Background: an optimization exercise with open tools, aiming at small area. Do not read the settings as production practice. Where RTL was checked, it was by simulation tests only, not by an equivalence proof against the original. The RTL of runs 1 and 2 was laid out without a check of its function. Power figures rest on the tool's default switching activity, not on a simulated workload.

File: flow/run.sh
#!/bin/bash
# synth_recipe.tcl (not shown) runs the flow's synth.tcl, then flattens the netlist and writes it again
# the make line also repeats each setting of config.mk as NAME=value (left out here)
make -C /OpenROAD-flow-scripts/flow DESIGN_CONFIG=/design/flow/config.mk WORK_HOME=/design/flow/orfs CLKGATE_MAP_FILE= SYNTH_SCRIPT=/design/flow/synth_recipe.tcl finish
File: flow/config.mk
export PLATFORM = sky130hd
export DESIGN_NAME = lock
export DESIGN_NICKNAME = lock
export VERILOG_FILES = /design/flow/design.v
export SDC_FILE = /design/flow/constraint.sdc
export NUM_CORES = 4
export LEC_CHECK = 0
export ABC_AREA = 1
export CAP_MARGIN = 20
export CORE_MARGIN = 2
export CORE_UTILIZATION = 70
export CTS_BUF_LIST = sky130_fd_sc_hd__clkbuf_2
export SLEW_MARGIN = 20
File: flow/constraint.sdc
create_clock -name core_clock -period 15.0 [get_ports {clk}]
set_input_delay 3.0000 -clock core_clock [delete_from_list [all_inputs] [get_ports {clk}]]
set_output_delay 3.0000 -clock core_clock [all_outputs]
set_load 0.01 [all_outputs]
File: flow/design.v
`timescale 1ns / 1ps
module lock(
    input clk,
    input rst,
    input btn0,
    input btn1,
    input [3:0] row,
    output [3:0] col,
    output rs,
    output e,
    output [7:0] data,
    output [15:0] led7_out,
    output [2:0] rgb,
    output lock_status,
    output eval
    );
    function [27:0] inc;
        input [27:0] x;
        integer i;
        reg c;
        begin
            c = 1'b1;
            for (i = 0; i < 28; i = i + 1) begin
                inc[i] = x[i] ^ c;
                c = c & x[i];
            end
        end
    endfunction
    function [27:0] dec;
        input [27:0] x;
        integer i;
        reg b;
        begin
            b = 1'b1;
            for (i = 0; i < 28; i = i + 1) begin
                dec[i] = x[i] ^ b;
                b = b & ~x[i];
            end
        end
    endfunction
    function [9:0] sub10;
        input [9:0] a;
        input [9:0] b;
        integer i;
        reg c;
        begin
            c = 1'b1;
            for (i = 0; i < 10; i = i + 1) begin
                sub10[i] = a[i] ^ ~b[i] ^ c;
                c = (a[i] & ~b[i]) | (a[i] & c) | (~b[i] & c);
            end
        end
    endfunction
    function ge;
        input [27:0] x;
        input [27:0] k;
        integer i;
        reg r;
        begin
            r = 1'b1;
            for (i = 0; i < 28; i = i + 1)
                r = k[i] ? (x[i] & r) : (x[i] | r);
            ge = r;
        end
    endfunction
    reg tick;
    always @(posedge clk)
        if (rst) tick <= 1'b0;
        else     tick <= ~tick;
    reg [27:0] c0, c1;
    always @(posedge clk) begin
        if (rst) begin
            c0 <= 28'd0;
            c1 <= 28'd0;
        end
        else if (tick) begin
            c0 <= btn0 ? inc(c0) : 28'd0;
            c1 <= btn1 ? inc(c1) : 28'd0;
        end
    end
    wire c0_hi0 = (c0[27:12] == 16'd0);
    wire c1_hi0 = (c1[27:12] == 16'd0);
    wire b0      = c0_hi0 && ge(c0[11:0], 51) && !ge(c0[11:0], 1001);
    wire b0_rise = c0_hi0 && c0[11:0] == 12'd51 && !tick;
    wire b1_rise = c1_hi0 && c1[11:0] == 12'd51 && !tick;
    wire b1l      = c1_hi0 && ge(c1[11:0], 3001) && !ge(c1[11:0], 3022);
    wire b1l_rise = c1_hi0 && c1[11:0] == 12'd3001 && !tick;
    reg       v1_tog, v1_out, v1_q;
    reg [4:0] v1_cnt;
    always @(posedge clk) begin
        if (rst) begin
            v1_cnt <= 5'd0;
            v1_tog <= 1'b0;
            v1_out <= 1'b0;
        end
        else if (tick) begin
            if (!btn1 && !v1_tog)
                v1_out <= 1'b1;
            else if (!btn1 && v1_tog) begin
                if (!ge(v1_cnt, 21)) begin
                    v1_cnt <= inc(v1_cnt);
                    v1_out <= 1'b0;
                end
                else begin
                    v1_tog <= 1'b0;
                    v1_cnt <= 5'd0;
                end
            end
            else
                v1_tog <= 1'b1;
        end
    end
    always @(posedge clk)
        if (rst) v1_q <= 1'b0;
        else     v1_q <= v1_out;
    wire v1_fall = !v1_out && v1_q;
    reg [1:0] cidx;
    reg [3:0] value_4bit;
    assign col = {cidx == 2'd3, cidx == 2'd2, cidx == 2'd1, cidx == 2'd0};
    always @(posedge clk) begin
        if (rst) begin
            cidx <= 2'd0;
            value_4bit <= 4'd0;
        end
        else if (tick) begin
            cidx <= inc(cidx);
            if (row != 4'd0) begin
                case (cidx)
                    2'd0: value_4bit <= row[0] ? 4'd1 : row[1] ? 4'd4 : row[2] ? 4'd7 : 4'd13;
                    2'd1: value_4bit <= row[0] ? 4'd2 : row[1] ? 4'd5 : row[2] ? 4'd8 : 4'd0;
                    2'd2: value_4bit <= row[0] ? 4'd3 : row[1] ? 4'd6 : row[2] ? 4'd9 : 4'd14;
                    default: value_4bit <= 4'd15;
                endcase
            end
        end
    end
    reg        enb_lock, gen_rst, gen_stop;
    reg [2:0]  error_counter;
    reg        enb_set, enb_inp, t_reset, idle;
    reg [2:0]  state, pre_state;
    reg        disable_cnt, dis_p;
    reg        success;
    reg [15:0] password;
    reg        enb_cnt;
    reg        eval_r;
    reg        evop, evcp;
    reg [9:0]  led_cnt;
    assign lock_status = enb_cnt;
    assign eval = eval_r;
    reg [15:0] led7_r;
    reg [3:0]  reg0, reg1, reg2, reg3;
    reg [9:0]  blink_counter;
    reg        toggle_display;
    reg [2:0]  count;
    reg        enough;
    reg [3:0]  pw_lo;
    wire [15:0] pw_16bit = {reg0, reg1, reg2, pw_lo};
    wire [15:0] led_cnt16;
    assign led7_out = led7_r;
    wire clear = btn1 & !enb_lock & !enb_inp;
    wire seg_reset = gen_rst | t_reset | clear;
    always @(posedge clk) begin
        if (rst) begin
            led7_r <= 16'hFFFF;
            reg3 <= 4'b1111;
            blink_counter <= 10'd0;
            toggle_display <= 1'b1;
        end
        else if (tick) begin
            if (enb_inp) begin
                led7_r <= led_cnt16;
            end else begin
                reg3 <= value_4bit;
                blink_counter <= inc(blink_counter);
                if (blink_counter == 10'd1000) begin
                    toggle_display <= ~toggle_display;
                    blink_counter <= 10'd0;
                end
                if (b0) begin
                    led7_r <= {reg0, reg1, reg2, reg3};
                    toggle_display <= 1'd1;
                end
                else if (!count[2])
                    led7_r <= {reg0, reg1, reg2, toggle_display ? reg3 : 4'b1111};
            end
        end
    end
    always @(posedge clk) begin
        if (rst)
            pw_lo <= 4'd0;
        else if (!seg_reset && b0_rise && !enb_inp && count == 3'd3)
            pw_lo <= reg3;
        if (rst || seg_reset) begin
            reg2 <= 4'b1111;
            reg1 <= 4'b1111;
            reg0 <= 4'b1111;
            count <= 3'd0;
            enough <= 1'b0;
        end
        else if (b0_rise && !enb_inp) begin
            case (count)
                3'd0: begin
                    reg2 <= reg3;
                    count <= 3'd1;
                end
                3'd1: begin
                    reg2 <= reg3;
                    reg1 <= reg2;
                    count <= 3'd2;
                end
                3'd2: begin
                    reg2 <= reg3;
                    reg1 <= reg2;
                    reg0 <= reg1;
                    count <= 3'd3;
                end
                3'd3: begin
                    count <= 3'd4;
                    enough <= 1'b1;
                end
                default: begin end
            endcase
        end
    end
    lock_bcd10 bcd (.bin(led_cnt), .bcd(led_cnt16));
    always @(posedge clk) begin
        if (rst || t_reset) begin
            enb_lock <= 1'd0;
            gen_rst <= 1'd0;
        end
        else if (enough && !disable_cnt && !enb_lock && !gen_rst) begin
            gen_rst <= 1'b1;
            enb_lock <= (pw_16bit == password);
        end
        else
            gen_rst <= 1'b0;
    end
    always @(posedge clk) begin
        if (rst || enb_lock) begin
            gen_stop <= 1'd0;
            error_counter <= 3'd0;
        end
        else if (t_reset)
            gen_stop <= 1'd0;
        else if (gen_rst) begin
            if (error_counter != 3'd7) error_counter <= inc(error_counter);
            gen_stop <= 1'd1;
        end
    end
    reg [11:0] succ_cnt;
    reg [1:0]  three_time_counter;
    always @(posedge clk) begin
        if (rst) begin
            success <= 1'b0;
            succ_cnt <= 12'd0;
        end
        else if (disable_cnt && enough && b1l && !success) begin
            success <= 1'b1;
            succ_cnt <= 12'd0;
        end
        else if (success) begin
            if (succ_cnt == 12'd4000) begin
                success <= 1'b0;
                succ_cnt <= 12'd0;
            end
            else
                succ_cnt <= inc(succ_cnt);
        end
    end
    wire ev1 = b0_rise && enb_set && enb_inp && three_time_counter == 2'd2;
    always @(posedge clk) begin
        if (rst)
            three_time_counter <= 2'd0;
        else if (b0_rise && enb_set && enb_inp)
            three_time_counter <= {three_time_counter[0], ~three_time_counter[1] & ~three_time_counter[0]};
    end
    wire ev2 = b1l_rise && enough;
    always @(posedge clk) begin
        if (rst)
            password <= 16'd0;
        else if (ev2 && disable_cnt)
            password <= pw_16bit;
    end
    wire ev3 = v1_fall && disable_cnt;
    always @(posedge clk) begin
        if (rst) begin
            dis_p <= 1'b0;
            disable_cnt <= 1'b0;
        end
        else begin
            dis_p <= dis_p ^ ev1 ^ ev2 ^ ev3;
            disable_cnt <= dis_p;
        end
    end
    always @(posedge clk) begin
        if (rst)
            enb_cnt <= 1'd0;
        else if (b1_rise && enb_lock && !evcp)
            enb_cnt <= ~enb_cnt;
    end
    localparam IDLE = 3'b000;
    localparam WAIT = 3'b001;
    localparam OPEN = 3'b010;
    localparam CLOSE = 3'b011;
    localparam NEW = 3'b100;
    localparam EXIT = 3'b101;
    localparam WRONG = 3'b110;
    localparam WARNING = 3'b111;
    localparam OFF = 3'b000;
    localparam RED = 3'b100;
    localparam GREEN = 3'b010;
    localparam WHITE = 3'b111;
    localparam BLUE = 3'b001;
    reg        evig;
    reg [4:0]  cw10, cl10, co30;
    reg [2:0]  exittime;
    reg        flash;
    reg        pulse_count;
    reg [9:0]  wrong_timer_minus;
    reg        enb_cnt_q, disable_cnt_q;
    reg [2:0]  led_rgb;
    reg        rgb_toggle;
    always @(posedge clk) begin
        if (rst) begin
            enb_cnt_q <= 1'b0;
            disable_cnt_q <= 1'b0;
        end
        else begin
            enb_cnt_q <= enb_cnt;
            disable_cnt_q <= disable_cnt;
        end
    end
    always @(posedge clk) begin
        if (rst || idle)
            evop <= 1'b0;
        else if (enb_cnt && !enb_cnt_q && enb_lock && !disable_cnt && !evop && !evcp && state == WAIT)
            evop <= 1'b1;
    end
    always @(posedge clk) begin
        if (rst || idle)
            evcp <= 1'b0;
        else if (disable_cnt && !disable_cnt_q && enb_lock && !enb_cnt && !evop && !evcp && state == WAIT)
            evcp <= 1'b1;
    end
    always @(posedge clk) begin
        if (rst) begin
            state <= IDLE;
            pre_state <= IDLE;
            t_reset <= 1'b0;
            pulse_count <= 1'b0;
        end
        else begin
            if (idle) begin
                state <= IDLE;
                pre_state <= state;
                t_reset <= 1'b1;
            end
            else begin
                if (t_reset)
                    t_reset <= 1'b0;
                if (enb_lock) begin
                    if (!evop && !evcp) begin
                        state <= WAIT;
                        pre_state <= state;
                    end
                    else if (!evop && evcp && !disable_cnt) begin
                        state <= EXIT;
                        pre_state <= state;
                    end
                    else if (!evop && evcp && disable_cnt) begin
                        state <= NEW;
                        pre_state <= state;
                    end
                    else if (evop && !evcp && !disable_cnt) begin
                        state <= enb_cnt ? OPEN : CLOSE;
                        pre_state <= state;
                    end
                end
                else if (gen_stop) begin
                    if (error_counter == 3'd1 || error_counter == 3'd2) begin
                        state <= WARNING;
                        pre_state <= state;
                    end
                    else if (error_counter[2] || error_counter[1:0] == 2'd3) begin
                        state <= WRONG;
                        pre_state <= state;
                    end
                end
            end
            pulse_count <= (pre_state != state);
        end
    end
    reg [10:0] hz_cnt;
    reg        clk_1hz;
    always @(posedge clk) begin
        if (rst || pulse_count) begin
            clk_1hz <= 1'b0;
            hz_cnt <= 11'd0;
        end
        else begin
            hz_cnt <= (hz_cnt == 11'd1999) ? 11'd0 : inc(hz_cnt);
            clk_1hz <= (hz_cnt == 11'd0);
        end
    end
    reg [10:0] ns_cnt;
    reg        clk_1hz_ns;
    always @(posedge clk) begin
        if (rst) begin
            clk_1hz_ns <= 1'b0;
            ns_cnt <= 11'd0;
        end
        else if (evop) begin
            ns_cnt <= (ns_cnt == 11'd1999) ? 11'd0 : inc(ns_cnt);
            clk_1hz_ns <= (ns_cnt == 11'd0);
        end
        else
            clk_1hz_ns <= 1'b0;
    end
    always @(posedge clk) begin
        if (rst || idle)
            co30 <= 5'd30;
        else if (clk_1hz_ns && !eval_r && !evig && co30 != 5'd0 && evop)
            co30 <= dec(co30);
    end
    always @(posedge clk) begin
        if (rst) begin
            eval_r <= 1'b0;
            evig <= 1'b0;
        end
        else if (b0 && eval_r) begin
            eval_r <= 1'b0;
            evig <= 1'b1;
        end
        else if (co30 == 5'd0 && state == OPEN && !eval_r && !evig)
            eval_r <= 1'b1;
        else if (co30 == 5'd0 && state == OPEN && !eval_r && evig && pre_state == CLOSE)
            evig <= 1'b0;
        else if (state == IDLE) begin
            eval_r <= 1'b0;
            evig <= 1'b0;
        end
    end
    reg [9:0] wrong_limit;
    always @(*) begin
        case (error_counter)
            3'd0: wrong_limit = 10'd600;
            3'd1: wrong_limit = 10'd300;
            3'd2: wrong_limit = 10'd120;
            3'd3: wrong_limit = 10'd60;
            3'd4: wrong_limit = 10'd120;
            3'd5: wrong_limit = 10'd300;
            3'd6: wrong_limit = 10'd600;
            default: wrong_limit = 10'd1020;
        endcase
    end
    always @(posedge clk) begin
        if (rst) begin
            enb_set <= 1'b0;
            enb_inp <= 1'b0;
            led_cnt <= 10'd0;
            led_rgb <= OFF;
            rgb_toggle <= 1'b0;
            idle <= 1'b0;
            flash <= 1'b1;
            cw10 <= 5'd10;
            cl10 <= 5'd10;
            exittime <= 3'd2;
            wrong_timer_minus <= 10'd0;
        end
        else if (clk_1hz) begin
        case (state)
            IDLE: begin
                enb_set <= 1'b0;
                enb_inp <= 1'b0;
                led_rgb <= OFF;
                rgb_toggle <= 1'b0;
                flash <= 1'b1;
                cw10 <= 5'd10;
                cl10 <= 5'd10;
                exittime <= 3'd2;
                idle <= 1'd0;
                wrong_timer_minus <= 10'd0;
            end
            WAIT: begin
                enb_set <= 1'b1;
                enb_inp <= 1'b1;
                led_rgb <= GREEN;
                rgb_toggle <= 1'b0;
                led_cnt <= {5'd0, cw10};
                cw10 <= dec(cw10);
                if (cw10 == 5'd0)
                    idle <= 1'b1;
            end
            OPEN: begin
                cl10 <= 5'd10;
                enb_set <= 1'b0;
                enb_inp <= 1'b1;
                led_rgb <= BLUE;
                rgb_toggle <= (co30 == 5'd0 && eval_r);
                led_cnt <= {5'd0, co30};
            end
            CLOSE: begin
                enb_set <= 1'b0;
                enb_inp <= 1'b1;
                led_rgb <= GREEN;
                rgb_toggle <= 1'b1;
                led_cnt <= {5'd0, cl10};
                cl10 <= dec(cl10);
                if (cl10 == 5'd0)
                    idle <= 1'b1;
            end
            NEW: begin
                enb_set <= 1'b1;
                enb_inp <= 1'b0;
                led_rgb <= WHITE;
                rgb_toggle <= 1'b0;
            end
            EXIT: begin
                enb_set <= 1'b0;
                enb_inp <= 1'b0;
                exittime <= dec(exittime);
                if (exittime == 3'd0) begin
                    idle <= 1'b1;
                    led_rgb <= OFF;
                end
            end
            WRONG: begin
                enb_set <= 1'b0;
                enb_inp <= 1'b1;
                led_rgb <= RED;
                rgb_toggle <= 1'b1;
                led_cnt <= sub10(wrong_limit, wrong_timer_minus);
                wrong_timer_minus <= inc(wrong_timer_minus);
                if (wrong_timer_minus == wrong_limit)
                    idle <= 1'b1;
            end
            WARNING: begin
                enb_set <= 1'b0;
                enb_inp <= 1'b1;
                led_rgb <= RED;
                rgb_toggle <= 1'b0;
                flash <= ~flash;
                if (flash == 1'b0)
                    idle <= 1'b1;
            end
        endcase
        end
    end
    reg [8:0] rgb_cnt;
    reg       rgb_tick;
    reg [2:0] rgb_out;
    assign rgb = rgb_out;
    always @(posedge clk) begin
        if (rst || idle) begin
            rgb_tick <= 1'b0;
            rgb_cnt <= 9'd0;
        end
        else begin
            rgb_cnt <= (rgb_cnt == 9'd499) ? 9'd0 : inc(rgb_cnt);
            rgb_tick <= (rgb_cnt == 9'd0);
        end
    end
    always @(posedge clk) begin
        if (rst)
            rgb_out <= OFF;
        else if (rgb_tick) begin
            if (rgb_toggle)
                rgb_out <= (rgb_out == OFF) ? led_rgb : OFF;
            else
                rgb_out <= led_rgb;
        end
    end
    localparam LCD_INIT    = 3'd0,
               LCD_ADDR_L0 = 3'd1,
               LCD_DATA_L0 = 3'd2,
               LCD_ADDR_L1 = 3'd3,
               LCD_DATA_L1 = 3'd4,
               LCD_IDLE    = 3'd5;
    reg [2:0] lstate;
    reg [9:0] slx;
    reg [3:0] ptr;
    reg       rsr, er;
    reg [7:0] datar;
    assign rs = rsr;
    assign e = er;
    assign data = datar;
    wire [7:0] lcd_char;
    lock_lcd_text txt (.state(state), .eval(eval_r), .success(success),
                       .line(lstate == LCD_DATA_L1), .ptr(ptr), .char(lcd_char));
    always @(posedge clk) begin
        if (rst) begin
            lstate <= LCD_INIT;
            slx <= 10'd0;
            ptr <= 4'd0;
            rsr <= 1'b0;
            er <= 1'b0;
            datar <= 8'd0;
        end
        else if (tick) begin
            slx <= inc(slx);
            case (lstate)
                LCD_INIT: begin
                    case (slx)
                        10'd16, 10'd46: begin rsr <= 1'b0; datar <= 8'h30; end
                        10'd96:  begin rsr <= 1'b0; datar <= 8'h38; end
                        10'd140: begin rsr <= 1'b0; datar <= 8'h0C; end
                        10'd185: begin rsr <= 1'b0; datar <= 8'h01; end
                        10'd510: begin rsr <= 1'b0; datar <= 8'h06; end
                        10'd20, 10'd50, 10'd100, 10'd145, 10'd190, 10'd515: er <= 1'b1;
                        10'd40, 10'd70, 10'd120, 10'd165, 10'd195, 10'd535: er <= 1'b0;
                        10'd600: begin slx <= 10'd0; lstate <= LCD_ADDR_L0; end
                        default: begin end
                    endcase
                end
                LCD_ADDR_L0, LCD_ADDR_L1, LCD_DATA_L0, LCD_DATA_L1: begin
                    rsr <= (lstate == LCD_DATA_L0 || lstate == LCD_DATA_L1);
                    datar <= (lstate == LCD_ADDR_L0) ? 8'h80 :
                             (lstate == LCD_ADDR_L1) ? 8'hC0 : lcd_char;
                    if (slx == 10'd10) er <= 1'b1;
                    else if (slx == 10'd11) er <= 1'b0;
                    else if (slx == 10'd12) begin
                        slx <= 10'd0;
                        case (lstate)
                            LCD_ADDR_L0: begin ptr <= 4'd0; lstate <= LCD_DATA_L0; end
                            LCD_DATA_L0: if (ptr == 4'd15) lstate <= LCD_ADDR_L1; else ptr <= inc(ptr);
                            LCD_ADDR_L1: begin ptr <= 4'd0; lstate <= LCD_DATA_L1; end
                            default:     if (ptr == 4'd15) lstate <= LCD_IDLE; else ptr <= inc(ptr);
                        endcase
                    end
                end
                default: begin  
                    if (slx == 10'd5) begin
                        slx <= 10'd0;
                        lstate <= LCD_ADDR_L0;
                    end
                end
            endcase
        end
    end
endmodule
module lock_bcd10(
    input [9:0] bin,
    output [15:0] bcd
    );
    function [3:0] add3;
        input [3:0] d;
        case (d)
            4'd5: add3 = 4'd8;
            4'd6: add3 = 4'd9;
            4'd7: add3 = 4'd10;
            4'd8: add3 = 4'd11;
            4'd9: add3 = 4'd12;
            default: add3 = d;
        endcase
    endfunction
    reg [23:0] s;
    integer i;
    always @(*) begin
        s = {14'd0, bin};
        for (i = 0; i < 10; i = i + 1) begin
            s[13:10] = add3(s[13:10]);
            s[17:14] = add3(s[17:14]);
            s[21:18] = add3(s[21:18]);
            s = s << 1;
        end
    end
    assign bcd = {2'b00, s[23:10]};
endmodule
module lock_lcd_text(
    input [2:0] state,
    input eval,
    input success,
    input line,
    input [3:0] ptr,
    output [7:0] char
    );
    reg [127:0] h0, h1;
    always @(*) begin
        case (state)
            3'b000: begin h0 = "Enter password  "; h1 = "    to open     "; end
            3'b001: begin h0 = "Correct, press #"; h1 = "open or 3* new  "; end
            3'b100: begin h0 = "Enter new pass  "; h1 = "Save press # 3s "; end
            3'b101: if (success) begin h0 = "Successfully sav"; h1 = "e new pass, EXIT"; end
                    else         begin h0 = "Fail to save new"; h1 = "pass, EXIT      "; end
            3'b010: if (!eval) begin h0 = "Door opening    "; h1 = "To close press #"; end
                    else       begin h0 = "Open over 30s   "; h1 = "Please press #,*"; end
            3'b011: begin h0 = "Door close in 10"; h1 = "To open press # "; end
            3'b111: begin h0 = "Wrong pass!     "; h1 = "Try again       "; end
            default: begin h0 = "Wrong pass!     "; h1 = "Wait after:     "; end
        endcase
    end
    wire [127:0] h = line ? h1 : h0;
    assign char = h[(15 - ptr) * 8 +: 8];
endmodule
==> results of run 1 <==
==> stage by stage <==
stage,util,power [uW],hold WS (ns),instances
6_report,0.764,1540,0.453,2679
5_1_grt,0.764,1610,0.470,2679
4_1_cts,0.764,1540,0.431,2678
3_5_place_dp,0.735,1010,0.438,2547
3_3_place_gp,0.735,1000,0.412,2547
2_1_floorplan,-,949,0.403,2259
==> path summary, 6_finish.rpt <==
| path | from | end | slack, ns |
|---|---|---|---|
| hold / removal | dis_p$_SDFF_PP0_ | disable_cnt$_SDFF_PP0_ | 0.45 |
| setup / recovery | c1[0]$_SDFFE_PP0P_ | c1[26]$_SDFFE_PP0P_ | 9.35 |
| hold reg to reg | dis_p$_SDFF_PP0_ | disable_cnt$_SDFF_PP0_ | 0.45 |
| setup reg to reg | c1[0]$_SDFFE_PP0P_ | c1[26]$_SDFFE_PP0P_ | 9.35 |
==> power groups by stage <==
stage	clock, uW	sequential (uW)	combinational, uW
4_1_cts	545	813	184
3_5_place_dp	0	830	183
3_3_place_gp	0	829	175
5_1_grt	583	817	209
2_1_floorplan	0	823	126
6_report	537	814	187
==> cell usage after synthesis (all sizes together) (23+ instances only) <==
cell type and instances:
nor3 51, ha 159, a21oi 156, nand4 35, dfxtp 286, o21ai 183
nand3 158, clkbuf 73, nor4 23, a211oi 26, nor2 231, o211ai 35
inv 287, nand2 362, a32o 36
==> sequential cells by signal, summed over array words and instances, names as in the netlist, 5 cells and up <==
register / cells
cl10: 5
hz_cnt: 11
wrong_timer_minus: 10
led_cnt: 10
blink_counter: 10
ns_cnt: 11
password: 16
v1_cnt: 5
datar: 8
rgb_cnt: 9
slx: 10
c1: 28
succ_cnt: 12
led7_r: 16
c0: 28
cw10: 5
co30: 5
==> per-layer routing <==
layer	global-route usage	part of all wire
met3	0.0695	0.085
met1	0.455	0.40
met2	0.613	0.47
met4	0.171	0.043
met5	0	0
==> cell type report <==
| class | count | area, um^2 |
|---|---|---|
| inverters | 293 | 1100 |
| fillers | 1779 | 5510 |
| multi-input cells | 1594 | 9420 |
| diodes | 1 | 2.50 |
| repair buffers | 55 | 513 |
| clock inverters | 32 | 169 |
| flip-flops and latches | 286 | 5730 |
| clock buffers | 99 | 495 |
| well taps | 319 | 399 |
==> logic make-up (layout without fill, tap and decap cells) <==
group,after synthesis,count (layout),synth area share
and+or+nand+nor,878,878,0.232
buffers and inverters,379,479,0.0868
AOI/OAI and AO/OA,526,526,0.195
other,0,1,0
xor gates and xnor gates,25,25,0.0132
adders and majority gates,165,165,0.127
DFF,286,286,0.346
==> critical path: stages (launching register included) <==
cell and delay (ns):
dfxtp_1 0.37, ha_1 0.24, ha_1 0.19, ha_1 0.19
ha_1 0.19, ha_1 0.19, ha_1 0.19, ha_1 0.18
ha_1 0.18, ha_1 0.18, ha_1 0.18, ha_1 0.18
ha_1 0.18, ha_1 0.19, ha_1 0.19, ha_1 0.18
ha_1 0.18, ha_1 0.18, ha_1 0.20, ha_1 0.19
ha_1 0.20, ha_1 0.18, ha_1 0.17, ha_1 0.18
ha_1 0.18, ha_1 0.19, ha_1 0.27, a32o_1 0.24
==> impl_metrics.tcl, run 1 <==
set metrics [dict create \
    syn_nets 2432 \
    wl_per_cell_um 17.1 \
    critPathMaxFanout 5 \
    min_period_ns 5.65 \
    row_count 56 \
    netlist_area_mm2 0.0166 \
    postCtsHoldBufs 0 \
    critPathLaunchType "register" \
    yosysSeqAreaShare 0.346 \
    dieWidth_um 158 \
    clk_latency_ns 0.88 \
    setup_viol_count_final 0 \
    fin_crit_sh 0.377 \
    ys_warn_count 3 \
    async_reset_ff_frac 0 \
    via_per_inst 6.15 \
    drv_slew 0 \
    setup_ws_ns 9.35 \
    final_common_cell "nand2_1" \
    drt_iter0_drc 1888 \
    cts_buffers 74 \
    ys_types 53 \
    cts_tree "yes" \
    internal_power_uw 1050 \
    initial_core_util 0.710 \
    cp.arrival_ns 6.43 \
    antenna_found_initial 1 \
    switching_share 0.315 \
    clk_pin_slew_ns 0.11 \
    netlist_instances 2259 \
    reg2reg_depth 27 \
    synthTopCellsByArea "dfxtp_1 35%, ha_1 12%, nand2_1 7.8%" \
    grt_pass1_vias 15500 \
    grt_max_degree 95 \
    fmaxAchievable_mhz 177 \
    drc 0 \
    finalWeightedCongestion 1.05 \
    dp_hpwl_um 32400 \
    p_leak_uw 0.00820 \
    seqPwrFrac 0.529 \
    drv_cap 0 \
    dieArea_mm2 0.0249 \
    synth.top_cell.area_share 0.346 \
    core_mm2 0.0233 \
    power_frac_clock 0.349 \
    final_cell_mix "346 x nand2_1, 286 x dfxtp_1, 271 x inv_1" \
    postCtsSetupRepairBufs 0 \
    place_area_mm2 0.0172 \
    synth_seq_cells 286 \
    post_cts_resized 0 \
    rsz0062_at_grt "no" \
    finClkSkew_ns 0.112 \
    drtPass1Iterations 9 \
    p_comb_frac 0.122 \
    vdd_drop_max_v 0.0000817 \
    hp-class "reg2reg" \
    hold_depth 2 \
    via_count 16500 \
    synth-edff-count 0 \
    port_buffers 42 \
    layout.nets 2477 \
    areaGrowthSynthToFinish_pct 7.63 \
    tns_ns 0 \
    synth_ff_type "dfxtp_1" \
    finalHoldViolations 0 \
    grtUsageTotal 0.366 \
    crit_path_end_kind "register" \
    p_per_area_mw_per_mm2 86.3 \
    synth.largest_area_cell "dfxtp_1" \
    status "complete, no violations" \
    worst_pin_slew_ns 1.05 \
    clock-sinks 286 \
    htree_num_levels 3 \
    cts_root_buf "clkbuf_2" \
    required_ns 15.78 \
    die_h_um 158 \
    relSlewSlack 0.300 \
    boundaryPins 43 \
    cts_buffer_depth 3 \
    ant_nets 0 \
    critPathKind "reg2reg" \
    layout-drive-gt1-share 0.0772 \
    switchingPower_uw 484 \
    gr-total-overflow 0 \
    wl_um 45800 \
    final_area_mm2 0.0178 \
    grt_pass1_wl_um 74200 \
    pre_cts_ws_ns 9.41 \
    syn_area_per_cell_um2 7.33 \
]
==> run 2, diff against run 1 <==
--- a/flow/config.mk
+++ b/flow/config.mk
@@ -10,4 +10,5 @@
 export CORE_MARGIN = 2
 export CORE_UTILIZATION = 70
-export CTS_BUF_LIST = sky130_fd_sc_hd__clkbuf_2
+export CTS_BUF_LIST = sky130_fd_sc_hd__clkbuf_4
+export CTS_CLUSTER_SIZE = 20
 export SLEW_MARGIN = 20
==> run 2 against run 1 <==
Synthesized cell count is the same. Fmax increased by 0.50%. Clock power rose by 23%. Worst hold slack worse by 0.035 ns. Wire length up 1.1%. Largest cell class unchanged.
==> impl_metrics.tcl, run 2 <==
set metrics [dict create \
    boundaryPins 43 \
    vdd_drop_max_v 0.0000875 \
    ys_types 53 \
    min_period_ns 5.62 \
    syn_nets 2432 \
    drtPass1Iterations 7 \
    syn_area_per_cell_um2 7.33 \
    status "complete, no violations" \
    wl_per_cell_um 17.3 \
    reg_top3 "c0 (28), c1 (28)" \
    synth_ff_type "dfxtp_1" \
    setup_viol_count_final 0 \
    grt_pass1_wl_um 75100 \
    clk_latency_ns 0.73 \
    cp.arrival_ns 6.21 \
    gr-total-overflow 0 \
    drv_cap 0 \
    grt_max_degree 95 \
    worst_pin_slew_ns 1.09 \
    cts_root_buf "clkbuf_4" \
    yosysSeqAreaShare 0.346 \
    rsz0062_at_grt "no" \
    ant_nets 0 \
    critPathMaxFanout 5 \
    row_count 56 \
    core_mm2 0.0233 \
    drv_slew 0 \
    required_ns 15.59 \
    final_common_cell "nand2_1" \
    critPathLaunchType "register" \
    critPathKind "reg2reg" \
    antenna_found_initial 1 \
    layout-drive-gt1-share 0.0788 \
    wl_um 46300 \
    synthAdderAreaFrac 0.127 \
    synth.top_cell.area_share 0.346 \
    via_per_inst 6.19 \
    finalWeightedCongestion 1.05 \
    tns_ns 0 \
    synth_seq_cells 286 \
    crit_path_end_kind "register" \
    initial_core_util 0.710 \
    clk_pin_slew_ns 0.07 \
    dp_hpwl_um 32400 \
    p_per_area_mw_per_mm2 92.0 \
    dieArea_mm2 0.0249 \
    finClkSkew_ns 0.0617 \
    synth_commonest_cells "346 x nand2_1, 286 x dfxtp_1, 272 x inv_1, 224 x nor2_1, 167 x o21ai_0" \
    post_cts_resized 0 \
    drt_iter0_drc 1954 \
    p_leak_uw 0.00824 \
    final_area_mm2 0.0181 \
    synth_top_family_by_area "simple AND/OR/NAND/NOR gates" \
    cts_buffer_depth 3 \
    postCtsHoldBufs 0 \
    drc 0 \
    postCtsSetupRepairBufs 0 \
    port_buffers 42 \
    synth.largest_area_cell "dfxtp_1" \
    netlist_instances 2259 \
    synthSimpleGateAreaFrac 0.232 \
    fin_crit_sh 0.375 \
    via_count 16600 \
    cts_buffers 74 \
    grt_pass1_vias 15800 \
    dieWidth_um 158 \
    synth-edff-count 0 \
    synth_most_common_cell "nand2_1" \
    hp-class "reg2reg" \
    htree_num_levels 3 \
    synthTopCellsByArea "dfxtp_1 35%, ha_1 12%, nand2_1 7.8%" \
    synth-compound-area-share 0.195 \
    areaGrowthSynthToFinish_pct 9.13 \
    synth-xor-area-share 0.0132 \
    netlist_area_mm2 0.0166 \
    relSlewSlack 0.272 \
    place_area_mm2 0.0172 \
    grtUsageTotal 0.370 \
    final_cell_mix "346 x nand2_1, 286 x dfxtp_1, 271 x inv_1" \
    finalHoldViolations 0 \
    async_reset_ff_frac 0 \
    die_h_um 158 \
    clock-sinks 286 \
    post_synth_mux_area_share 0 \
    ys_warn_count 3 \
    layout.nets 2477 \
    cts_tree "yes" \
    fmaxAchievable_mhz 178 \
]
## run 2: cell counts after synthesis
Identical to the previous run, type by type.
## run 2: kinds of logic after synthesis
group | Yosys count
buffers and inverters | 379
AO/OA/AOI/OAI | 526
AND/OR/NAND/NOR | 878
XOR/XNOR | 25
adder cells (fa/ha/maj) | 165
flip-flops | 286
## run 2: final timing paths
kind                            slack [ns]                     end  cells after the start               start
worst min-delay path                  0.42  disable_cnt$_SDFF_PP0_                      2    dis_p$_SDFF_PP0_
worst max register to register        9.38     c1[26]$_SDFFE_PP0P_                     27  c1[0]$_SDFFE_PP0P_
worst max-delay path                  9.38     c1[26]$_SDFFE_PP0P_                     27  c1[0]$_SDFFE_PP0P_
worst min register to register        0.42  disable_cnt$_SDFF_PP0_                      2    dis_p$_SDFF_PP0_
## run 2: final cells by class
cell class | count | area (um^2)
Multi-Input combinational cell | 1594 | 9420
Sequential cell | 286 | 5730
Fill cell | 1710 | 5260
Inverter | 293 | 1100
Clock buffer | 104 | 781
Timing Repair Buffer | 55 | 513
Tap cell | 319 | 399
Clock inverter | 28 | 131
Antenna cell | 1 | 2.50
## run 2: routing by layer
metal	vias to the layer above	GRT usage	wire length, um	share of wire
met5	-	0	0	0
met4	0	0.187	2230	0.048
met3	205	0.0684	3930	0.085
met2	849	0.618	21700	0.47
met1	7630	0.458	18400	0.40
li1	7895	-	-	-
## run 2: worst max-delay path, cell delays in order, from the launching register on
cell,delay (ns)
dfxtp_1,0.35
ha_1,0.24
ha_1,0.20
ha_1,0.19
ha_1,0.18
ha_1,0.19
ha_1,0.19
ha_1,0.18
ha_1,0.18
ha_1,0.18
ha_1,0.18
ha_1,0.18
ha_1,0.18
ha_1,0.18
ha_1,0.19
ha_1,0.18
ha_1,0.18
ha_1,0.18
ha_1,0.18
ha_1,0.18
ha_1,0.19
ha_1,0.18
ha_1,0.18
ha_1,0.18
ha_1,0.19
ha_1,0.19
ha_1,0.27
a32o_1,0.24
## run 2: where the power goes
group	total, uW	switching [uW]	internal, uW
registers	814	25.4	789
logic	188	124	64.6
clock network	661	336	325
total	1660	486	1180
## run 2: through the flow
stage	setup slack, ns	hold WS (ns)	util	cells	total power [uW]
3_5_place_dp	9.41	0.438	0.735	2547	1010
3_3_place_gp	9.62	0.412	0.735	2547	1000
5_1_grt	9.13	0.434	0.775	2680	1730
4_1_cts	9.36	0.415	0.774	2679	1660
6_report	9.38	0.418	0.775	2680	1660
2_1_floorplan	9.75	0.403	-	2259	949
==> run 3, diff against run 2 <==
--- a/flow/design.v
+++ b/flow/design.v
@@ -15,53 +15,4 @@
     output eval
     );
-    function [27:0] inc;
-        input [27:0] x;
-        integer i;
-        reg c;
-        begin
-            c = 1'b1;
-            for (i = 0; i < 28; i = i + 1) begin
-                inc[i] = x[i] ^ c;
-                c = c & x[i];
-            end
-        end
-    endfunction
-    function [27:0] dec;
-        input [27:0] x;
-        integer i;
-        reg b;
-        begin
-            b = 1'b1;
-            for (i = 0; i < 28; i = i + 1) begin
-                dec[i] = x[i] ^ b;
-                b = b & ~x[i];
-            end
-        end
-    endfunction
-    function [9:0] sub10;
-        input [9:0] a;
-        input [9:0] b;
-        integer i;
-        reg c;
-        begin
-            c = 1'b1;
-            for (i = 0; i < 10; i = i + 1) begin
-                sub10[i] = a[i] ^ ~b[i] ^ c;
-                c = (a[i] & ~b[i]) | (a[i] & c) | (~b[i] & c);
-            end
-        end
-    endfunction
-    function ge;
-        input [27:0] x;
-        input [27:0] k;
-        integer i;
-        reg r;
-        begin
-            r = 1'b1;
-            for (i = 0; i < 28; i = i + 1)
-                r = k[i] ? (x[i] & r) : (x[i] | r);
-            ge = r;
-        end
-    endfunction
     reg tick;
     always @(posedge clk)
@@ -75,14 +26,14 @@
         end
         else if (tick) begin
-            c0 <= btn0 ? inc(c0) : 28'd0;
-            c1 <= btn1 ? inc(c1) : 28'd0;
+            c0 <= btn0 ? c0 + 28'd1 : 28'd0;
+            c1 <= btn1 ? c1 + 28'd1 : 28'd0;
         end
     end
     wire c0_hi0 = (c0[27:12] == 16'd0);
     wire c1_hi0 = (c1[27:12] == 16'd0);
-    wire b0      = c0_hi0 && ge(c0[11:0], 51) && !ge(c0[11:0], 1001);
+    wire b0      = c0_hi0 && c0[11:0] >= 12'd51 && c0[11:0] <= 12'd1000;
     wire b0_rise = c0_hi0 && c0[11:0] == 12'd51 && !tick;
     wire b1_rise = c1_hi0 && c1[11:0] == 12'd51 && !tick;
-    wire b1l      = c1_hi0 && ge(c1[11:0], 3001) && !ge(c1[11:0], 3022);
+    wire b1l      = c1_hi0 && c1[11:0] >= 12'd3001 && c1[11:0] <= 12'd3021;
     wire b1l_rise = c1_hi0 && c1[11:0] == 12'd3001 && !tick;
     reg       v1_tog, v1_out, v1_q;
@@ -98,6 +49,6 @@
                 v1_out <= 1'b1;
             else if (!btn1 && v1_tog) begin
-                if (!ge(v1_cnt, 21)) begin
-                    v1_cnt <= inc(v1_cnt);
+                if (v1_cnt <= 5'd20) begin
+                    v1_cnt <= v1_cnt + 5'd1;
                     v1_out <= 1'b0;
                 end
@@ -124,5 +75,5 @@
         end
         else if (tick) begin
-            cidx <= inc(cidx);
+            cidx <= cidx + 2'd1;
             if (row != 4'd0) begin
                 case (cidx)
@@ -172,5 +123,5 @@
             end else begin
                 reg3 <= value_4bit;
-                blink_counter <= inc(blink_counter);
+                blink_counter <= blink_counter + 10'd1;
                 if (blink_counter == 10'd1000) begin
                     toggle_display <= ~toggle_display;
@@ -181,5 +132,5 @@
                     toggle_display <= 1'd1;
                 end
-                else if (!count[2])
+                else if (count <= 3'd3)
                     led7_r <= {reg0, reg1, reg2, toggle_display ? reg3 : 4'b1111};
             end
@@ -244,5 +195,5 @@
             gen_stop <= 1'd0;
         else if (gen_rst) begin
-            if (error_counter != 3'd7) error_counter <= inc(error_counter);
+            if (error_counter != 3'd7) error_counter <= error_counter + 3'd1;
             gen_stop <= 1'd1;
         end
@@ -265,5 +216,5 @@
             end
             else
-                succ_cnt <= inc(succ_cnt);
+                succ_cnt <= succ_cnt + 12'd1;
         end
     end
@@ -273,5 +224,5 @@
             three_time_counter <= 2'd0;
         else if (b0_rise && enb_set && enb_inp)
-            three_time_counter <= {three_time_counter[0], ~three_time_counter[1] & ~three_time_counter[0]};
+            three_time_counter <= (three_time_counter == 2'd2) ? 2'd0 : three_time_counter + 2'd1;
     end
     wire ev2 = b1l_rise && enough;
@@ -382,5 +333,5 @@
                         pre_state <= state;
                     end
-                    else if (error_counter[2] || error_counter[1:0] == 2'd3) begin
+                    else if (error_counter > 3'd2) begin
                         state <= WRONG;
                         pre_state <= state;
@@ -399,5 +350,5 @@
         end
         else begin
-            hz_cnt <= (hz_cnt == 11'd1999) ? 11'd0 : inc(hz_cnt);
+            hz_cnt <= (hz_cnt == 11'd1999) ? 11'd0 : hz_cnt + 11'd1;
             clk_1hz <= (hz_cnt == 11'd0);
         end
@@ -411,5 +362,5 @@
         end
         else if (evop) begin
-            ns_cnt <= (ns_cnt == 11'd1999) ? 11'd0 : inc(ns_cnt);
+            ns_cnt <= (ns_cnt == 11'd1999) ? 11'd0 : ns_cnt + 11'd1;
             clk_1hz_ns <= (ns_cnt == 11'd0);
         end
@@ -421,5 +372,5 @@
             co30 <= 5'd30;
         else if (clk_1hz_ns && !eval_r && !evig && co30 != 5'd0 && evop)
-            co30 <= dec(co30);
+            co30 <= co30 - 5'd1;
     end
     always @(posedge clk) begin
@@ -488,5 +439,5 @@
                 rgb_toggle <= 1'b0;
                 led_cnt <= {5'd0, cw10};
-                cw10 <= dec(cw10);
+                cw10 <= cw10 - 5'd1;
                 if (cw10 == 5'd0)
                     idle <= 1'b1;
@@ -506,5 +457,5 @@
                 rgb_toggle <= 1'b1;
                 led_cnt <= {5'd0, cl10};
-                cl10 <= dec(cl10);
+                cl10 <= cl10 - 5'd1;
                 if (cl10 == 5'd0)
                     idle <= 1'b1;
@@ -519,5 +470,5 @@
                 enb_set <= 1'b0;
                 enb_inp <= 1'b0;
-                exittime <= dec(exittime);
+                exittime <= exittime - 3'd1;
                 if (exittime == 3'd0) begin
                     idle <= 1'b1;
@@ -530,6 +481,6 @@
                 led_rgb <= RED;
                 rgb_toggle <= 1'b1;
-                led_cnt <= sub10(wrong_limit, wrong_timer_minus);
-                wrong_timer_minus <= inc(wrong_timer_minus);
+                led_cnt <= wrong_limit - wrong_timer_minus;
+                wrong_timer_minus <= wrong_timer_minus + 10'd1;
                 if (wrong_timer_minus == wrong_limit)
                     idle <= 1'b1;
@@ -557,5 +508,5 @@
         end
         else begin
-            rgb_cnt <= (rgb_cnt == 9'd499) ? 9'd0 : inc(rgb_cnt);
+            rgb_cnt <= (rgb_cnt == 9'd499) ? 9'd0 : rgb_cnt + 9'd1;
             rgb_tick <= (rgb_cnt == 9'd0);
         end
@@ -598,5 +549,5 @@
         end
         else if (tick) begin
-            slx <= inc(slx);
+            slx <= slx + 10'd1;
             case (lstate)
                 LCD_INIT: begin
@@ -623,7 +574,7 @@
                         case (lstate)
                             LCD_ADDR_L0: begin ptr <= 4'd0; lstate <= LCD_DATA_L0; end
-                            LCD_DATA_L0: if (ptr == 4'd15) lstate <= LCD_ADDR_L1; else ptr <= inc(ptr);
+                            LCD_DATA_L0: if (ptr == 4'd15) lstate <= LCD_ADDR_L1; else ptr <= ptr + 4'd1;
                             LCD_ADDR_L1: begin ptr <= 4'd0; lstate <= LCD_DATA_L1; end
-                            default:     if (ptr == 4'd15) lstate <= LCD_IDLE; else ptr <= inc(ptr);
+                            default:     if (ptr == 4'd15) lstate <= LCD_IDLE; else ptr <= ptr + 4'd1;
                         endcase
                     end
@@ -643,27 +594,26 @@
     output [15:0] bcd
     );
-    function [3:0] add3;
-        input [3:0] d;
-        case (d)
-            4'd5: add3 = 4'd8;
-            4'd6: add3 = 4'd9;
-            4'd7: add3 = 4'd10;
-            4'd8: add3 = 4'd11;
-            4'd9: add3 = 4'd12;
-            default: add3 = d;
-        endcase
-    endfunction
-    reg [23:0] s;
-    integer i;
+    reg [3:0] d0, d1, d2, d3;
+    integer temp;
     always @(*) begin
-        s = {14'd0, bin};
-        for (i = 0; i < 10; i = i + 1) begin
-            s[13:10] = add3(s[13:10]);
-            s[17:14] = add3(s[17:14]);
-            s[21:18] = add3(s[21:18]);
-            s = s << 1;
+        d0 = 4'd0;
+        d1 = 4'd0;
+        d2 = 4'd0;
+        temp = bin;
+        if (temp >= 1000) begin
+            d0 = temp / 1000;
+            temp = temp % 1000;
+        end
+        if (temp >= 100) begin
+            d1 = temp / 100;
+            temp = temp % 100;
+        end
+        if (temp >= 10) begin
+            d2 = temp / 10;
+            temp = temp % 10;
         end
+        d3 = temp;
     end
-    assign bcd = {2'b00, s[23:10]};
+    assign bcd = {d0, d1, d2, d3};
 endmodule
 module lock_lcd_text(
--- a/flow/config.mk
+++ b/flow/config.mk
@@ -9,6 +9,4 @@
 export CAP_MARGIN = 20
 export CORE_MARGIN = 2
-export CORE_UTILIZATION = 70
-export CTS_BUF_LIST = sky130_fd_sc_hd__clkbuf_4
-export CTS_CLUSTER_SIZE = 20
+export CORE_UTILIZATION = 60
 export SLEW_MARGIN = 20
==> run 3 against run 2 <==
Combinational power fell by 32%. Largest cell class unchanged. Still clean. Fmax rose by 17%. Synthesized cell count rose by 12%. First-iteration DRC count fell by 11%. Synthesized area rose by 2.2%. Clock power rose by 8.2%. Critical endpoint is now col[2]. Via count rose by 5.6%. Register-to-register slack improved by 1.0 ns.
==> impl_metrics.tcl, run 3 <==
set metrics [dict create \
    required_ns 12.00 \
    path_cells "inv_1 > ha_1 > clkdlybuf4s50_1" \
    clk_pin_slew_ns 0.06 \
    drc 0 \
    final_common_cell "nand2_1" \
    grt_pass1_wl_um 77200 \
    via_per_inst 5.90 \
    reg_top3 "c0 (28), c1 (28)" \
    vdd_drop_max_v 0.000104 \
    min_period_ns 4.81 \
    synthTopCellsByArea "dfxtp_1 34%, nand2_1 9.3%, inv_1 8.3%" \
    port_buffers 42 \
    crit_path_end_kind "output pin" \
    multi_input_area_mm2 0.00949 \
    synth-compound-area-share 0.202 \
    cts_root_buf "clkbuf_16" \
    synth-edff-count 0 \
    cts_buffers 30 \
    dp_hpwl_um 35200 \
    use_met2 0.537 \
    synthAdderAreaFrac 0.0370 \
    synthSimpleGateAreaFrac 0.296 \
    hold_depth 1 \
    wl_um 47800 \
    fmaxAchievable_mhz 208 \
    tns_ns 0 \
    worst_pin_slew_ns 0.820 \
    postCtsSetupRepairBufs 0 \
    synth.largest_area_cell "dfxtp_1" \
    reg2reg_depth 36 \
    syn_nets 2597 \
    critPathMaxFanout 5 \
    drv_slew 0 \
    cts_buffer_depth 3 \
    finalHoldViolations 0 \
    finClkSkew_ns 0.0356 \
    max_stage_delay_ns 0.57 \
    antennaDiodeCount 0 \
    busiest_layer "met2" \
    async_reset_ff_frac 0 \
    row_count 61 \
    status "complete, no violations" \
    place_area_mm2 0.0177 \
    critPathLaunchType "register" \
    synth-xor-area-share 0.0243 \
    ant_nets 0 \
    cts_tree "yes" \
    post_cts_resized 0 \
    num-fill-cells 2474 \
    antenna_found_initial 0 \
    finalWeightedCongestion 1.02 \
    grt_pass1_vias 16100 \
    grt_max_degree 66 \
    cp.arrival_ns 1.81 \
    drtPass1Iterations 6 \
    drv_cap 0 \
    fin_crit_sh 0.320 \
    layout.nets 2625 \
    syn_area_per_cell_um2 6.67 \
    netlist_area_mm2 0.0169 \
    synth_ff_type "dfxtp_1" \
    setup_viol_count_final 0 \
    clk_latency_ns 0.58 \
    wl_per_cell_um 16.1 \
    via_count 17500 \
    die_h_um 172 \
    grt_use_met3 0.0444 \
    drt_iter0_drc 1746 \
    relSlewSlack 0.451 \
    ys_warn_count 3 \
    core_mm2 0.0278 \
    dieArea_mm2 0.0296 \
    postCtsHoldBufs 0 \
    critPathKind "reg2out" \
    gr-total-overflow 0 \
    ys_types 61 \
    clock-sinks 286 \
    seqCellArea_mm2 0.00573 \
    htree_num_levels 1 \
    synth_most_common_cell "nand2_1" \
    rsz0062_at_grt "no" \
    grtUsageTotal 0.316 \
    hp-class "reg2reg" \
    boundaryPins 43 \
    dieWidth_um 172 \
    initial_core_util 0.609 \
    grt_use_met1 0.408 \
    p_per_area_mw_per_mm2 87.9 \
    yosysSeqAreaShare 0.338 \
    layout-drive-gt1-share 0.0560 \
    final_area_mm2 0.0187 \
    netlist_instances 2539 \
    synth.top_cell.area_share 0.338 \
    cp_slowest_cell "clkdlybuf4s50_1" \
    post_synth_mux_area_share 0 \
    synth_commonest_cells "418 x nand2_1, 374 x inv_1, 343 x nor2_1, 286 x dfxtp_1, 189 x o21ai_0" \
    final_cell_mix "418 x nand2_1, 373 x inv_1, 342 x nor2_1" \
    synth_seq_cells 286 \
    areaGrowthSynthToFinish_pct 10.3 \
    p_leak_uw 0.00743 \
    synth_top_family_by_area "simple AND/OR/NAND/NOR gates" \
]
run 3: power by group:
group | internal, uW | switching [uW] | leakage, uW | total [uW]
logic | 43.9 | 83.7 | 0.00465 | 128
clock network | 402 | 314 | 0.000472 | 715
registers | 782 | 17.3 | 0.00232 | 799
total | 1230 | 415 | 0.00743 | 1640
run 3: worst max-delay path: cells and delay by family (launching register included):
kind       cells  cell delay, ns
fa+ha+maj      1            0.25
buf+inv        2            0.68
flops          1            0.32
run 3: cell families (layout without fill, tap and decap cells):
kind of cell / Yosys count / after routing
compound gates: 575 / 575
fa+ha+maj: 50 / 50
flops: 286 / 286
simple gates: 1119 / 1119
buf+inv: 462 / 512
xor+xnor: 47 / 47
run 3: cell type report:
class / count / share of cell area
multi-input combinational: 1791 / 0.508
clock buffer: 38 / 0.0456
timing repair buffer: 54 / 0.0271
inverter: 404 / 0.0812
sequential: 286 / 0.307
clock inverter: 16 / 0.00630
tap: 378 / 0.0253
run 3: worst paths after layout:
kind | endpoint | startpoint | slack, ns
worst max-delay path | col[2] | cidx[0]$_SDFFE_PP0P_ | 10.19
worst min-delay path | exittime[0]$_SDFFE_PP0P_ | exittime[0]$_SDFFE_PP0P_ | 0.43
worst max register to register | led7_r[1]$_SDFFE_PP1P_ | led_cnt[5]$_SDFFE_PP0P_ | 10.38
worst min register to register | exittime[0]$_SDFFE_PP0P_ | exittime[0]$_SDFFE_PP0P_ | 0.43
run 3: layer usage:
metal | wire (um) | vias up
met5 | 0 | -
met4 | 1830 | 0
met2 | 21900 | 681
met1 | 20800 | 8089
li1 | - | 8583
met3 | 3240 | 151
run 3: metrics by stage:
| step | utilization | setup slack [ns] | hold WS (ns) | std cells | power [uW] |
|---|---|---|---|---|---|
| floorplan | - | 10.78 | 0.407 | 2539 | 895 |
| global placement | 0.637 | 9.74 | 0.416 | 2913 | 936 |
| detailed placement | 0.637 | 9.69 | 0.420 | 2913 | 941 |
| CTS | 0.672 | 10.18 | 0.428 | 2967 | 1650 |
| global route | 0.672 | 9.86 | 0.456 | 2967 | 1700 |
| finish | 0.672 | 10.19 | 0.429 | 2967 | 1640 |

afterwards: timing with drivers on the ports:
No port has a modelled driver above. Below, the same layouts with a new extraction and two added sets of constraints. Step 1 sets driving cells, clkbuf_16 on the clock port and buf_2 on the other inputs (assumed; they add their load-dependent delay and slew). Step 2 times the ports against the registers' clock, not the clock port: input delays grow and output delays shrink by t, the midpoint of the rising clock arrivals with the driver on. Three values: no drivers, after step 1, after step 2; two values: the first two.
run | shift t [ns] | slack for setup (ns) | worst setup path at the end
run 1 | 0.879 | 9.352 / 9.352 / 9.352 | register to register
run 2 | 0.752 | 9.380 / 9.380 / 9.380 | register to register
run 3 | 0.608 | 10.194 / 10.144 / 9.633 | input to register
After both steps every run listed still meets setup and hold. For run 3, which loses most, drivers alone change the setup slack by -0.050 ns; drivers and shift together by -0.561 ns.
